Background: an optimization exercise with open tools, aiming at small area. Do not read the settings as production practice.
At most, simulation tests tie the RTL to the original design; equivalence was not proved.
For run 4, only the layout was checked, not whether the RTL still works.
The clock port is modelled as an ideal driver; clocking choices that lean on that would not hold on a real chip.
No activity file was given, so power comes from the tool's default toggle rates.

**flow/run.sh**
```bash
#!/bin/bash
# synth_recipe.tcl (not shown) runs the flow's synth.tcl, then flattens the netlist and writes it again
# the make line also repeats each setting of config.mk as NAME=value (left out here)
make -C /OpenROAD-flow-scripts/flow DESIGN_CONFIG=/design/flow/config.mk WORK_HOME=/design/flow/orfs CLKGATE_MAP_FILE= SYNTH_SCRIPT=/design/flow/synth_recipe.tcl finish
```
**flow/constraint.sdc**
```tcl
create_clock -name core_clock -period 12.0 [get_ports {CK5}]
set_input_delay 2.4000 -clock core_clock [delete_from_list [all_inputs] [get_ports {CK5}]]
set_output_delay 2.4000 -clock core_clock [all_outputs]
set_load 0.01 [all_outputs]
```
**flow/config.mk**
```make
export PLATFORM = sky130hd
export DESIGN_NAME = ev20registerBank
export DESIGN_NICKNAME = ev20registerBank
export VERILOG_FILES = /design/flow/design.v
export SDC_FILE = /design/flow/constraint.sdc
export NUM_CORES = 4
export LEC_CHECK = 0
export CAP_MARGIN = 20
export CORE_MARGIN = 2
export CORE_UTILIZATION = 40
export SLEW_MARGIN = 20
export SYNTH_HIERARCHICAL = 1
```
**flow/design.v**
```verilog
module ev20aoi222( input a0, input s0, input a1, input s1, input a2, input s2,
                   output y );
	assign y = ~((a0 & s0) | (a1 & s1) | (a2 & s2));
endmodule
module ev20B3BUSA( input [4:0] inSel,
                   input [16*32-1:0] regs,
                   output [15:0] outputA );
	wire [32:0] sel;
	genvar i, b;
	generate
		for (i = 0; i < 32; i = i + 1) begin : dec
			assign sel[i] = (inSel == i);
		end
	endgenerate
	assign sel[32] = 1'b0;
	generate
		for (b = 0; b < 16; b = b + 1) begin : bt
			wire [32:0] d;
			wire [10:0] g;
			for (i = 0; i < 32; i = i + 1) begin : in
				assign d[i] = regs[16*i + b];
			end
			assign d[32] = 1'b0;
			for (i = 0; i < 11; i = i + 1) begin : grp
				ev20aoi222 u( .a0(d[3*i]), .s0(sel[3*i]), .a1(d[3*i+1]), .s1(sel[3*i+1]),
				              .a2(d[3*i+2]), .s2(sel[3*i+2]), .y(g[i]) );
			end
			assign outputA[b] = ~&g;
		end
	endgenerate
endmodule
module ev20B3BUSB( input [5:0] inSel,
                   input [16*36-1:0] regs,
                   output [15:0] outputB );
	wire [35:0] sel;
	genvar i, b;
	generate
		for (i = 0; i < 36; i = i + 1) begin : dec
			assign sel[i] = (inSel == i);
		end
		for (b = 0; b < 16; b = b + 1) begin : bt
			wire [35:0] d;
			wire [11:0] g;
			for (i = 0; i < 36; i = i + 1) begin : in
				assign d[i] = regs[16*i + b];
			end
			for (i = 0; i < 12; i = i + 1) begin : grp
				ev20aoi222 u( .a0(d[3*i]), .s0(sel[3*i]), .a1(d[3*i+1]), .s1(sel[3*i+1]),
				              .a2(d[3*i+2]), .s2(sel[3*i+2]), .y(g[i]) );
			end
			assign outputB[b] = ~&g;
		end
	endgenerate
endmodule
module ev20hold( input d, input en, input q, input en_n, output y );
	assign y = (d & en) | (q & en_n);
endmodule
module ev20registerBank( input CK5,
                         input [4:0] selA,
                         input [5:0] selB,
                         input [5:0] selC,
                         input [15:0] Cbus,
                         input [15:0] ToW,
                         input MR,
                         output [15:0] toA,
                         output [15:0] toB,
                         output [15:0] FromW );
	wire [16*36-1:0] regs;
	genvar i, b;
	generate
		for (i = 0; i < 36; i = i + 1) begin : r
			wire en = (i == 34) ? (MR | (selC == i)) : (selC == i);
			wire en_n = (i == 34) ? ~(MR | (selC == i)) : (selC != i);
			wire [15:0] d = (i == 34) ? (MR ? ToW : Cbus) : Cbus;
			wire [15:0] nx;
			reg [15:0] q;
			for (b = 0; b < 16; b = b + 1) begin : bt
				ev20hold h( .d(d[b]), .en(en), .q(q[b]), .en_n(en_n), .y(nx[b]) );
			end
			always @(negedge CK5)
				q <= nx;
			assign regs[16*i +: 16] = q;
		end
	endgenerate
	ev20B3BUSA busA( .inSel(selA), .regs(regs[16*32-1:0]), .outputA(toA) );
	ev20B3BUSB busB( .inSel(selB), .regs(regs), .outputB(toB) );
	assign FromW = regs[16*34 +: 16];
endmodule
```
==> results of run 1 <==
## cell usage after synthesis
| master | n | area [um^2] |
|---|---|---|
| or3b_4 | 3 | 33.8 |
| a222oi_1 | 368 | 3680 |
| or3_1 | 33 | 206 |
| nand4_1 | 80 | 500 |
| nand4bb_1 | 6 | 67.6 |
| inv_1 | 1 | 3.75 |
| nor4b_2 | 4 | 60.1 |
| or4b_4 | 4 | 55.1 |
| or2_2 | 3 | 18.8 |
| nor2b_1 | 2 | 12.5 |
| a21o_1 | 1 | 7.51 |
| nand3b_1 | 3 | 22.5 |
| mux2_2 | 16 | 180 |
| nor4_2 | 1 | 12.5 |
| and4bb_1 | 3 | 37.5 |
| nand4b_1 | 2 | 17.5 |
| a22o_1 | 576 | 5040 |
| or4_4 | 1 | 11.3 |
| and2_1 | 1 | 6.26 |
| nand3_1 | 17 | 85.1 |
| or4b_1 | 4 | 40.0 |
| nor2_1 | 104 | 390 |
| and4b_1 | 1 | 10.0 |
| or4_1 | 1 | 7.51 |
| dfxtp_1 | 576 | 11500 |
| nand2_1 | 38 | 143 |
| clkbuf_1 | 14 | 52.6 |
| nand2b_1 | 6 | 37.5 |
| conb_1 | 1 | 3.75 |
| buf_2 | 6 | 30.0 |
| a21oi_1 | 1 | 5.00 |
## stage by stage
| step | setup WS (ns) | util (%) | instances | instance area [um^2] |
|---|---|---|---|---|
| 2_1_floorplan | 2.15 | - | 1908 | 22400 |
| 4_1_cts | 0.449 | 53.6 | 3535 | 29500 |
| 5_1_grt | 0.146 | 53.6 | 3535 | 29500 |
| 3_5_place_dp | 1.08 | 45.6 | 2850 | 25100 |
| 3_3_place_gp | 1.16 | 45.5 | 2849 | 25100 |
| 6_report | 0.125 | 53.6 | 3535 | 29500 |
## power by group
group	internal (mW)	switching [mW]	leakage (nW)
registers	2.31	0.307	4.80
logic	0.348	0.301	5.03
clock network	1.54	1.41	4.15
## path summary, 6_finish.rpt
path | start | to | slack [ns] | depth (start not counted)
setup / recovery | r[9].q[15] | toA[15] | 0.12 | 4
hold / removal | r[35].q[7] | r[35].q[7] | 0.47 | 1
setup reg to reg | r[8].q[6] | r[8].q[6] | 11.32 | 1
hold reg to reg | r[35].q[7] | r[35].q[7] | 0.47 | 1
## kinds of logic after synthesis
family | count (synthesis) | synth area share [%]
DFF | 576 | 51.7
other | 1 | 0.0168
AOI/OAI and AO/OA | 946 | 39.2
muxes | 16 | 0.807
buffers and inverters | 21 | 0.387
and+or+nand+nor | 317 | 7.96
## routing by layer
metal	GRT usage, %	vias up	share of wire, %
met5	0	-	0.020
met4	22.0	4	5.6
met3	15.3	280	14
met2	47.0	2130	41
met1	46.2	12200	39
li1	-	10300	-
## layout make-up
type | instances | area, um^2 | area share, %
Tap cell | 748 | 936 | 3.17
Sequential cell | 576 | 11500 | 39.1
Timing Repair Buffer | 214 | 1780 | 6.01
Multi-Input combinational cell | 1311 | 10900 | 36.8
Clock inverter | 617 | 2680 | 9.09
Clock buffer | 69 | 1730 | 5.85
## per-module statistics from Yosys, one instance, submodules excluded
module	area [um^2]	times used	flops+latches	cells inside
ev20B3BUSA	606	1	0	112
ev20registerBank	12300	1	576	705
ev20hold	8.76	576	0	1
ev20B3BUSB	678	1	0	116
ev20aoi222	10.0	368	0	1
## critical path, cell delays in order, from the launching register on
cell and delay [ns]:
dfxtp_1 0.32, a222oi_1 1.01, nand4_1 0.43, or3_1 0.55
clkdlybuf4s50_1 0.53
==> results.json, run 1 <==
{
  "hpwl_um": 65500,
  "maxCapViolCount": 0,
  "hold-worst-slack_ns": 0.472,
  "netlist-cell-type-count": 31,
  "die_y_um": 240,
  "finish.net_count": 2797,
  "fin_worst_skew_ns": 0,
  "final_common_cell": "inv_1",
  "postCtsResizedCells": 0,
  "drc_errors": 0,
  "io_buffer_count": 98,
  "ir_drop_uv": 141,
  "cts_tree": "yes",
  "syn_avg_cell_area_um2": 11.9,
  "yosysSeqAreaShare_pct": 51.7,
  "synth_seq_cells": 576,
  "initial_core_util_pct": 40.5,
  "path_class": "flop to primary output",
  "cts_buffers": 67,
  "outcome": "timing/DRC/antenna clean",
  "largest-register": "r.q",
  "critical_path.startpoint_type": "flop",
  "synth_cells": 1877,
  "routed_wl_um": 105000,
  "grt_overflow": 0,
  "grt_antenna_before_repair": 4,
  "syn-cell-area_um2": 22300,
  "final_cell_mix": "inv_1, a22o_1, dfxtp_1",
  "hp-class": "flop to flop",
  "max_slew_margin_pct": 18.8,
  "power_mw": 6.21,
  "vias": 24900,
  "worst_slew_pin_slew_ns": 1.22,
  "hold_viol_final": 0,
  "nFillCells": 5096,
  "largest_reg_flops": 576,
  "h-tree-depth": 3,
  "grt.total_usage_pct": 35.3,
  "cts_setup_buffers": 0,
  "setup_viol": 0,
  "max-clock-path-buffers": 3,
  "die_w_um": 240,
  "grt_max_degree": 37,
  "cp.arrival_ns": 9.48,
  "ant_nets": 0,
  "area_growth_pct": 32.3,
  "ctsHoldBuffers": 0,
  "die_area_um2": 57700,
  "path_clk_slew_ns": 0.04,
  "critPathMaxFanout": 3,
  "via_per_inst": 7.05,
  "tns_ns": 0,
  "ios": 99,
  "drt_iter0_drc": 5275,
  "p_leak_nw": 14.0,
  "slew_violations": 0,
  "ys.warnings.count": 7,
  "grt_pass1_vias": 24500,
  "rsz0062_at_grt": "no",
  "cts-root-buf": "clkbuf_16",
  "wl_per_cell_um": 29.6,
  "drive_above_1_share_pct": 10.3,
  "cp.required_ns": 9.60,
  "routabilityCongestion": 1.00,
  "clk_latency_ns": 0.64,
  "n_antenna_cell": 0,
  "clock_sinks": 576,
  "first_pass_iters": 14,
  "pwr_density_cell_nw_per_um2": 210,
  "core_area_um2": 55100,
  "grt_pass1_wl_um": 153000,
  "largest_registers": "r.q: 576 flops",
  "end_kind": "primary output",
  "rows": 86
}
==> run 2: changes to the inputs <==
--- a/flow/config.mk
+++ b/flow/config.mk
@@ -8,5 +8,7 @@
 export CAP_MARGIN = 20
 export CORE_MARGIN = 2
-export CORE_UTILIZATION = 40
+export CORE_UTILIZATION = 60
+export CTS_BUF_LIST = sky130_fd_sc_hd__clkbuf_4 sky130_fd_sc_hd__clkbuf_8
+export CTS_CLUSTER_SIZE = 30
 export SLEW_MARGIN = 20
 export SYNTH_HIERARCHICAL = 1
==> run 2 against run 1 <==
Effect of this change:
- still clean
- setup slack better by 0.0052 ns
- first-iteration DRC count is 32% higher
- routed wire length is 0.43% lower
- clock power is 15% lower
- highest routed layer unchanged
==> results.json, run 2 <==
{
  "outcome": "timing/DRC/antenna clean",
  "ios": 99,
  "maxCapViolCount": 0,
  "routed_wl_um": 104000,
  "cp.arrival_ns": 9.47,
  "grt.met3_usage_pct": 27.4,
  "cts-root-buf": "clkbuf_8",
  "critPathSlowestCell": "a222oi_1",
  "grt_pass1_wl_um": 150000,
  "die_w_um": 197,
  "drive_above_1_share_pct": 10.8,
  "pwr_density_cell_nw_per_um2": 202,
  "fin_worst_skew_ns": 0,
  "grt_overflow": 0,
  "cts_buffers": 96,
  "cp.required_ns": 9.60,
  "finish.net_count": 2819,
  "setup_viol": 0,
  "ys_async_sr_fraction_pct": 0,
  "routabilityCongestion": 1.04,
  "netlist-cell-type-count": 31,
  "largest-register": "r.q",
  "synth_seq_cells": 576,
  "grt-busiest-layer": "met2",
  "critPathMaxFanout": 3,
  "path_clk_slew_ns": 0.05,
  "synth-edff-count": 0,
  "synth_top_cells_by_area": "dfxtp_1, a22o_1, a222oi_1",
  "end_kind": "primary output",
  "h-tree-depth": 3,
  "ys.warnings.count": 7,
  "use_met2_pct": 69.6,
  "critPathBufInv": 1,
  "ctsHoldBuffers": 0,
  "critPathTopFamily": "simple AND/OR/NAND/NOR gates",
  "worst_slew_pin_slew_ns": 1.28,
  "critical_path.max_stage_delay_ns": 0.88,
  "slew_violations": 0,
  "cts_tree": "yes",
  "hpwl_um": 61800,
  "drc_errors": 0,
  "critical_path.startpoint_type": "flop",
  "grt_pass1_vias": 25300,
  "syn-cell-area_um2": 22300,
  "hp-class": "flop to flop",
  "drt_iter0_drc": 6948,
  "worstPathCellList": "a222oi_1, nand4_1, or3_1, clkdlybuf4s50_1",
  "nFillCells": 2451,
  "max_slew_margin_pct": 14.5,
  "grt_max_degree": 37,
  "ant_nets": 0,
  "largest_reg_flops": 576,
  "max-clock-path-buffers": 3,
  "grt_use_met1_pct": 62.9,
  "hold_viol_final": 0,
  "syn_avg_cell_area_um2": 11.9,
  "io_buffer_count": 98,
  "clk_latency_ns": 0.70,
  "die_y_um": 197,
  "yosysSeqAreaShare_pct": 51.7,
  "grt_antenna_before_repair": 7,
  "postCtsResizedCells": 0,
  "rsz0062_at_grt": "no",
  "area_growth_pct": 28.2,
  "path_class": "flop to primary output",
  "via_per_inst": 7.85,
  "die_area_um2": 38800,
  "rows": 70,
  "core_area_um2": 36600,
  "wl_per_cell_um": 31.6,
  "first_pass_iters": 22,
  "p_leak_nw": 13.8,
  "tns_ns": 0,
  "grt.total_usage_pct": 51.7,
  "synth_cells": 1877,
  "synth_common_cells": "a22o_1, dfxtp_1, a222oi_1, nor2_1, nand4_1",
  "yosys.area.top_type": "dfxtp_1",
  "clock_sinks": 576,
  "ir_drop_uv": 166,
  "synth_top_area_share_pct": 51.7,
  "instances_no_fill": 3307,
  "ys.flop_type": "dfxtp_1",
  "final_cell_mix": "inv_1, a22o_1, dfxtp_1",
  "initial_core_util_pct": 61.0,
  "vias": 26000,
  "largest_registers": "r.q: 576 flops",
  "cts_setup_buffers": 0,
  "dpl.cell_count": 2555,
  "final_common_cell": "inv_1",
  "power_mw": 5.79
}
run 2: cell counts after synthesis:
Identical to the previous run, type by type.
run 2: kinds of logic after synthesis:
group                  count (synthesis)  synth area share (%)
AOI/OAI and AO/OA                    946                  39.2
and+or+nand+nor                      317                  7.96
other                                  1                0.0168
buffers and inverters                 21                 0.387
DFF                                  576                  51.7
muxes                                 16                 0.807
run 2: metrics by stage:
stage	setup WS [ns]	hold slack, ns	cell area, um^2	utilization [%]
floorplan	2.15	0.442	22400	-
global placement	1.04	0.456	24600	67.1
detailed placement	0.947	0.457	24600	67.3
CTS	0.434	0.470	28500	78.0
global route	0.209	0.482	28600	78.2
finish	0.130	0.472	28600	78.2
run 2: per-layer routing:
metal  up-vias  routed length [um]
met5         -                  68
li1      10400                   -
met4         6                7800
met3       544               19500
met2      2779               41400
met1     12200               35600
run 2: final timing paths:
| check | from | end | slack [ns] | cells past startpoint |
|---|---|---|---|---|
| setup / recovery | r[9].q[8] | toA[8] | 0.13 | 4 |
| hold / removal | r[32].q[10] | r[32].q[10] | 0.47 | 1 |
| setup reg to reg | r[24].q[4] | r[24].q[4] | 11.32 | 1 |
| hold reg to reg | r[32].q[10] | r[32].q[10] | 0.47 | 1 |
run 2: power by group:
part           internal (mW)  switching (mW)
Combinational          0.348           0.306
Sequential              2.31           0.313
Clock                   1.10            1.41
Total                   3.75            2.03
run 2: cell type report:
type / instances / area (um^2) / area share, %
diodes: 4 / 10.0 / 0.0350
multi-input cells: 1311 / 10900 / 38.0
flip-flops and latches: 576 / 11500 / 40.3
repair buffers: 207 / 1700 / 5.95
well taps: 468 / 586 / 2.05
clock inverters: 643 / 2560 / 8.95
clock buffers: 98 / 1350 / 4.71
run 2: modules after synthesis, one instance, submodules excluded:
module	area, um^2	flops+latches
ev20B3BUSA	606	0
ev20registerBank	12300	576
ev20B3BUSB	678	0
ev20aoi222	10.0	0
ev20hold	8.76	0
==> run 3: changes to the inputs <==
==> flow/flow/run.sh (new file) <==
#!/bin/bash
# Own flow: the standard layout (standard.sh) with these changes:
#  - the clock inverter is not cloned per register (pre_cts.tcl); CTS builds the
#    tree below the one inverter, with clkbuf_16 and no dummy loads;
#  - ports are buffered with buf_1.
# Every tool's output is in orfs/logs/...; make's own output goes to flow_make.log.
set -euo pipefail
W=$PWD
F=$W/flow
bash standard.sh \
  PRE_CTS_TCL=$F/pre_cts.tcl \
  "BUFFER_PORTS_ARGS=-buffer_cell sky130_fd_sc_hd__buf_1" \
  "CTS_ARGS=-sink_clustering_enable -repair_clock_nets -dont_use_dummy_load -buf_list sky130_fd_sc_hd__clkbuf_16 -sink_clustering_size 25 -sink_clustering_max_diameter 100" \
  finish > $W/flow_make.log 2>&1
==> flow/flow/pre_cts.tcl (new file) <==
# The registers load on the falling edge of CK5, so synthesis puts one inverter
# on the clock. Keep that single inverter as the root of the clock tree instead
# of cloning it next to every register (one inverter per flip-flop).
proc repair_clock_inverters {args} { puts "repair_clock_inverters: kept the single clock inverter" }
==> flow/standard.sh (new file) <==
#!/bin/bash
# synth_recipe.tcl (not shown) runs the flow's synth.tcl, then flattens the netlist and writes it again
# the make line also repeats each setting of config.mk as NAME=value (left out here)
make -C /OpenROAD-flow-scripts/flow DESIGN_CONFIG=/design/flow/config.mk WORK_HOME=/design/flow/orfs CLKGATE_MAP_FILE= SYNTH_SCRIPT=/design/flow/synth_recipe.tcl "${@:-finish}"
--- a/flow/config.mk
+++ b/flow/config.mk
@@ -9,6 +9,5 @@
 export CORE_MARGIN = 2
 export CORE_UTILIZATION = 60
-export CTS_BUF_LIST = sky130_fd_sc_hd__clkbuf_4 sky130_fd_sc_hd__clkbuf_8
-export CTS_CLUSTER_SIZE = 30
+export GPL_TIMING_DRIVEN = 0
 export SLEW_MARGIN = 20
 export SYNTH_HIERARCHICAL = 1
removed: flow/run.sh
==> run 3 against run 2 <==
Effect of this change:
- clock skew unchanged
- design area is 13% lower
- sequential share of layout area increased by 6.2 points
- critical path depth unchanged
- non-clock buffer count is 68 lower
- largest cell class unchanged
- synthesized area did not move
- worst hold slack gained 0.0089 ns
==> results.json, run 3 <==
{
  "outcome": "timing/DRC/antenna clean",
  "drc_errors": 0,
  "synth_cells": 1877,
  "hp-start": "r[33].q[2]",
  "pwr_density_cell_nw_per_um2": 170,
  "combPwrFrac_pct": 14.6,
  "area_growth_pct": 11.3,
  "critical_path.startpoint_type": "flop",
  "initial_core_util_pct": 61.0,
  "synth_seq_cells": 576,
  "largest-register": "r.q",
  "critPathSlowestCell": "a222oi_1",
  "ys.warnings.count": 7,
  "tns_ns": 0,
  "critPathMaxFanout": 3,
  "largest_reg_flops": 576,
  "rsz0062_at_grt": "no",
  "rows": 70,
  "die_w_um": 197,
  "worstPathCellList": "a222oi_1, nand4_1, or3_1, buf_1",
  "ir_drop_uv": 170,
  "ys_async_sr_fraction_pct": 0,
  "cts_setup_buffers": 0,
  "wl_per_cell_um": 37.3,
  "grt.total_usage_pct": 46.4,
  "wl_met1_um": 33900,
  "netlist-cell-type-count": 31,
  "final_cell_mix": "a22o_1, dfxtp_1, a222oi_1",
  "grt_pass1_vias": 20100,
  "r2r_slack_ns": 11.30,
  "grt_overflow": 0,
  "first_pass_iters": 14,
  "hold_depth": 1,
  "place_area_um2": 24100,
  "slew_violations": 0,
  "cts_buffers": 27,
  "die_area_um2": 38800,
  "synth-edff-count": 0,
  "via_per_inst": 8.84,
  "wl_met2_um": 38300,
  "grt_pass1_wl_um": 135000,
  "vias": 22400,
  "fin_worst_skew_ns": 0,
  "path_clk_slew_ns": 0.09,
  "path_class": "flop to primary output",
  "hold-path-endpoint": "r[33].q[2]",
  "clock_sinks": 576,
  "power_mw": 4.23,
  "syn-cell-area_um2": 22300,
  "grt_antenna_before_repair": 8,
  "ctsHoldBuffers": 0,
  "yosys.area.top_type": "dfxtp_1",
  "drive_above_1_share_pct": 9.79,
  "die_y_um": 197,
  "r2r-end": "r[34].q[8]",
  "r2r-start": "r[34].q[8]",
  "routed_wl_um": 94400,
  "maxCapViolCount": 0,
  "ff2ff_path_depth": 1,
  "drt_iter0_drc": 5842,
  "swShare_pct": 28.7,
  "critical_path.max_stage_delay_ns": 1.01,
  "routabilityCongestion": 1.08,
  "grt_max_degree": 34,
  "syn_avg_cell_area_um2": 11.9,
  "hpwl_um": 62000,
  "ys.flop_type": "dfxtp_1",
  "cts_tree": "yes",
  "internal_power_mw": 3.01,
  "ios": 99,
  "end_kind": "primary output",
  "synth_common_cells": "a22o_1, dfxtp_1, a222oi_1, nor2_1, nand4_1",
  "cp.required_ns": 9.60,
  "p_leak_nw": 9.61,
  "hold_viol_final": 0,
  "worst_slew_pin_slew_ns": 1.31,
  "synth_top_cells_by_area": "dfxtp_1, a22o_1, a222oi_1",
  "finish.net_count": 2107,
  "postCtsResizedCells": 0,
  "wl_met3_um": 15700,
  "yosysSeqAreaShare_pct": 51.7,
  "setup_viol": 0,
  "max_slew_margin_pct": 12.4,
  "final_area_um2": 24800,
  "cp.arrival_ns": 9.25,
  "synth_top_area_share_pct": 51.7,
  "critPathBufInv": 1,
  "hp-class": "flop to flop",
  "topRoutingLayerUsed": "met5",
  "p_sw_mw": 1.21,
  "core_area_um2": 36600,
  "critPathTopFamily": "compound AO/OA/AOI/OAI gates",
  "largest_registers": "r.q: 576 flops",
  "clockPowerShare_pct": 24.2,
  "pwr-share-seq_pct": 61.3,
  "clk_latency_ns": 0.92,
  "io_buffer_count": 95,
  "ant_nets": 0
}
[run 3: worst max-delay path by stage]
| stage | from | endpoint | slack, ns | depth (start not counted) |
|---|---|---|---|---|
| after floorplan | selC[0] | r[0].q[0] | 2.15 | 5 |
| after global placement | selC[2] | r[1].q[6] | 1.16 | 5 |
| after detailed placement | selC[2] | r[30].q[5] | 1.38 | 5 |
| after CTS | r[12].q[9] | toA[9] | 0.49 | 4 |
| after global routing | r[9].q[14] | toB[14] | 0.36 | 4 |
| final | r[15].q[15] | toA[15] | 0.35 | 4 |
[run 3: metal layers]
layer,track usage (%),vias up
met4,24.4,2
met3,15.1,336
met5,1.66,-
met1,62.9,10900
met2,65.5,2238
li1,-,8896
[run 3: cell type report]
cell class | instances | area [um^2]
Timing Repair Buffer | 119 | 870
Sequential cell | 576 | 11500
Antenna cell | 9 | 22.5
Multi-Input combinational cell | 1311 | 11100
Tap cell | 468 | 586
Fill cell | 2795 | 11800
Inverter | 1 | 3.75
Buffer | 20 | 82.6
Clock buffer | 27 | 676
[run 3: power groups by stage]
stage	combinational (mW)	sequential, mW	clock [mW]
finish	0.615	2.59	1.02
global route	0.641	2.63	1.08
CTS	0.586	2.57	1.02
detailed placement	0.585	2.61	0.290
global placement	0.541	2.59	0.290
floorplan	0.388	2.54	0.290
[run 3: logic make-up (layout without fill, tap and decap cells)]
group	Yosys count	in the layout	share of synthesized area (%)
DFF	576	576	51.7
buffers and inverters	21	167	0.387
muxes	16	16	0.807
other	1	41	0.0168
and+or+nand+nor	317	317	7.96
AOI/OAI and AO/OA	946	946	39.2
[run 3: per-stage QoR]
stage / hold slack [ns] / setup WS, ns / util (%) / instances
2_1_floorplan: 0.442 / 2.15 / - / 1908
3_3_place_gp: 0.456 / 1.16 / 63.9 / 2471
3_5_place_dp: 0.457 / 1.38 / 65.8 / 2493
4_1_cts: 0.480 / 0.492 / 67.6 / 2520
5_1_grt: 0.490 / 0.355 / 67.8 / 2530
6_report: 0.481 / 0.354 / 67.8 / 2531
[run 3: Yosys stat by module, one instance, submodules excluded]
module / flops+latches / area [um^2] / cells
ev20B3BUSA: 0 / 606 / 112
ev20B3BUSB: 0 / 678 / 116
ev20registerBank: 576 / 12300 / 705
ev20aoi222: 0 / 10.0 / 1
ev20hold: 0 / 8.76 / 1
==> run 4: changes to the inputs <==
==> flow/design.v (replaced) <==
module ev20B3BUSA( input [4:0] inSel,
                   input [16*32-1:0] regs,
                   output [15:0] outputA );
	wire [15:0] l0 [0:15];
	wire [15:0] l1 [0:7];
	wire [15:0] l2 [0:3];
	wire [15:0] l3 [0:1];
	genvar i;
	generate
		for (i = 0; i < 16; i = i + 1) begin : lvl0
			assign l0[i] = inSel[0] ? regs[16*(2*i+1) +: 16] : regs[16*(2*i) +: 16];
		end
		for (i = 0; i < 8; i = i + 1) begin : lvl1
			assign l1[i] = inSel[1] ? l0[2*i+1] : l0[2*i];
		end
		for (i = 0; i < 4; i = i + 1) begin : lvl2
			assign l2[i] = inSel[2] ? l1[2*i+1] : l1[2*i];
		end
		for (i = 0; i < 2; i = i + 1) begin : lvl3
			assign l3[i] = inSel[3] ? l2[2*i+1] : l2[2*i];
		end
	endgenerate
	assign outputA = inSel[4] ? l3[1] : l3[0];
endmodule
module ev20B3BUSB( input [5:0] inSel,
                   input [16*36-1:0] regs,
                   output reg [15:0] outputB );
	always @(*) begin
		if (inSel < 6'd36)
			outputB = regs[16*inSel +: 16];
		else
			outputB = 16'h0000;
	end
endmodule
module ev20registerBank( input CK5,
                         input [4:0] selA,
                         input [5:0] selB,
                         input [5:0] selC,
                         input [15:0] Cbus,
                         input [15:0] ToW,
                         input MR,
                         output [15:0] toA,
                         output [15:0] toB,
                         output [15:0] FromW );
	wire [63:0] eq = 64'd1 << selC;
	wire enableW = MR | eq[34];
	wire [15:0] Win = MR ? ToW : Cbus;
	wire [16*36-1:0] regs;
	genvar i;
	generate
		for (i = 0; i < 36; i = i + 1) begin : r
			wire en = (i == 34) ? enableW : eq[i];
			wire [15:0] d = (i == 34) ? Win : Cbus;
			reg [15:0] first;
			reg [15:0] second;
			always @(posedge CK5)
				if (en) first <= d;
			always @(negedge CK5)
				if (en) second <= first;
			assign regs[16*i +: 16] = second;
		end
	endgenerate
	ev20B3BUSA busA( .inSel(selA), .regs(regs[16*32-1:0]), .outputA(toA) );
	ev20B3BUSB busB( .inSel(selB), .regs(regs), .outputB(toB) );
	assign FromW = regs[16*34 +: 16];
endmodule
==> flow/run.sh (new file) <==
#!/bin/bash
# synth_recipe.tcl (not shown) runs the flow's synth.tcl, then flattens the netlist and writes it again
# the make line also repeats each setting of config.mk as NAME=value (left out here)
make -C /OpenROAD-flow-scripts/flow DESIGN_CONFIG=/design/flow/config.mk WORK_HOME=/design/flow/orfs CLKGATE_MAP_FILE= SYNTH_SCRIPT=/design/flow/synth_recipe.tcl finish
--- a/flow/config.mk
+++ b/flow/config.mk
@@ -8,6 +8,4 @@
 export CAP_MARGIN = 20
 export CORE_MARGIN = 2
-export CORE_UTILIZATION = 60
-export GPL_TIMING_DRIVEN = 0
+export CORE_UTILIZATION = 40
 export SLEW_MARGIN = 20
-export SYNTH_HIERARCHICAL = 1
removed: flow/flow/run.sh
removed: flow/flow/pre_cts.tcl
removed: flow/standard.sh
==> run 4 against run 3 <==
Effect of this change:
- synthesized cell count decreased by 0.37%
- non-clock buffer count increased by 30
- sequential share of layout area increased by 19 points
- still clean on timing, DRC and antenna
- critical endpoint is now toB[9]
- count of clock-buffer cells in the layout increased by 127
- clock power increased to 4.5 times the previous value
- combinational power decreased by 29%
- register-to-register slack got worse by 6.0 ns
- worst hold slack improved by 1.8 ns
- sequential power increased by 73%
- largest power group is now the clock network
- critical path type unchanged
- first-iteration DRC count decreased by 57%
- critical path depth increased by 1
==> results.json, run 4 <==
{
  "ys.flop_type": "edfxtp_1",
  "cp.required_ns": 9.60,
  "worst_slack_ns": 0.308,
  "syn_avg_cell_area_um2": 23.5,
  "power_mw": 9.48,
  "rsz0062_at_grt": "no",
  "ir_drop_uv": 113,
  "syn-cell-area_um2": 43900,
  "nFillCells": 8809,
  "clk_latency_ns": 0.72,
  "grt_antenna_before_repair": 5,
  "routabilityCongestion": 0.824,
  "ys.warnings.count": 3,
  "synth_seq_cells": 1152,
  "setup_viol": 0,
  "hp-class": "input port to flop",
  "ant_nets": 0,
  "cp.arrival_ns": 9.29,
  "cts_setup_buffers": 0,
  "first_pass_iters": 6,
  "finish.net_count": 2672,
  "hp-start": "Cbus[5]",
  "maxCapViolCount": 0,
  "slew_violations": 0,
  "worst_slew_pin_slew_ns": 1.17,
  "fin_util_pct": 48.9,
  "vias": 22400,
  "n_antenna_cell": 0,
  "path_clk_slew_ns": 0.06,
  "drt_iter0_drc": 2522,
  "postCtsResizedCells": 0,
  "yosysSeqAreaShare_pct": 78.8,
  "pwr_density_cell_nw_per_um2": 178,
  "critical_path.startpoint_type": "flop",
  "grt_max_degree": 87,
  "ctsHoldBuffers": 0,
  "wl_per_cell_um": 26.4,
  "synth-edff-count": 1152,
  "netlist-cell-type-count": 40,
  "critPathMaxFanout": 2,
  "cts-root-buf": "clkbuf_16",
  "largest_registers": "r.first: 576 flops, r.second: 576 flops",
  "hold_viol_final": 0,
  "die_area_um2": 112000,
  "tns_ns": 0,
  "ys_async_sr_fraction_pct": 0,
  "drc_errors": 0,
  "multi_input_area_um2": 8990,
  "final_common_cell": "edfxtp_1",
  "grt_overflow": 0,
  "outcome": "timing/DRC/antenna clean",
  "via_per_inst": 5.41,
  "path_class": "flop to primary output",
  "routed_wl_um": 109000,
  "yosys.area.top_type": "edfxtp_1",
  "end_kind": "primary output",
  "area_growth_pct": 21.1,
  "pre_cts_ws_ns": 0.938,
  "synth_top_area_share_pct": 78.8,
  "drive_above_1_share_pct": 24.1,
  "register_area_um2": 34600,
  "rows": 121,
  "grt_pass1_vias": 22500,
  "die_w_um": 335,
  "synth_cells": 1870,
  "max-clock-path-buffers": 3,
  "io_buffer_count": 98,
  "die_y_um": 335,
  "p_leak_nw": 19.0,
  "final_cell_mix": "edfxtp_1, inv_1, mux4_2",
  "cts_buffers": 118,
  "synth_top_cells_by_area": "edfxtp_1, mux4_2, mux2_2",
  "grt.total_usage_pct": 19.6,
  "r2r-start": "r[7].first[9]",
  "core_area_um2": 109000,
  "fin_worst_skew_ns": 0.0280,
  "h-tree-depth": 3,
  "clock_sinks": 1152,
  "crit_path_start": "r[10].second[9]",
  "initial_core_util_pct": 40.3,
  "synth_common_cells": "edfxtp_1, mux4_2, mux2_2, mux2i_1, clkbuf_1",
  "grt_pass1_wl_um": 158000,
  "max_slew_margin_pct": 22.1,
  "synth.most_common_cell": "edfxtp_1",
  "cts_tree": "yes",
  "hpwl_um": 65600,
  "ios": 99
}
-- run 4: cells by family after synthesis --
group | after synthesis | synth area share (%)
DFF | 1152 | 78.8
and+or+nand+nor | 111 | 1.25
muxes | 388 | 16.8
buffers and inverters | 118 | 1.36
AOI/OAI and AO/OA | 101 | 1.81
-- run 4: metal layers --
metal	up-vias	GRT usage (%)	wire, um
li1	9518	-	-
met1	11800	27.6	45900
met2	908	31.3	52600
met3	151	3.93	8600
met4	4	4.82	2260
met5	-	0	29
-- run 4: cell type report --
type | count | area share, %
Sequential cell | 1152 | 65.0
Tap cell | 1414 | 3.32
Multi-Input combinational cell | 600 | 16.9
Clock inverter | 647 | 5.45
Inverter | 4 | 0.0282
Timing Repair Buffer | 169 | 2.90
Clock buffer | 154 | 6.39
-- run 4: worst max-delay path: stages (launching register included) --
cell             delay, ns
edfxtp_1              0.40
mux4_2                0.46
mux2_2                0.29
a221oi_1              0.63
o31ai_1               0.27
clkdlybuf4s50_1       0.54
-- run 4: power breakdown --
group / internal (mW) / switching, mW / total, mW
combinational: 0.176 / 0.263 / 0.439
clock: 2.52 / 2.05 / 4.57
sequential: 4.46 / 0.0107 / 4.47
total: 7.16 / 2.32 / 9.48
-- run 4: final timing paths --
check / endpoint / slack [ns] / cells past startpoint
hold / removal: r[32].first[5] / 2.28 / 1
setup / recovery: toB[9] / 0.31 / 5
hold reg to reg: r[12].second[7] / 6.41 / 0
setup reg to reg: r[7].second[9] / 5.32 / 0
-- run 4: metrics by stage --
stage	hold slack [ns]	std cells	instance area [um^2]
final	2.28	4140	53200
after global routing	2.32	4140	53200
after CTS	2.27	4140	53200
after detailed placement	3.04	3340	46900
after global placement	3.02	3340	46900
after floorplan	2.50	1870	43900
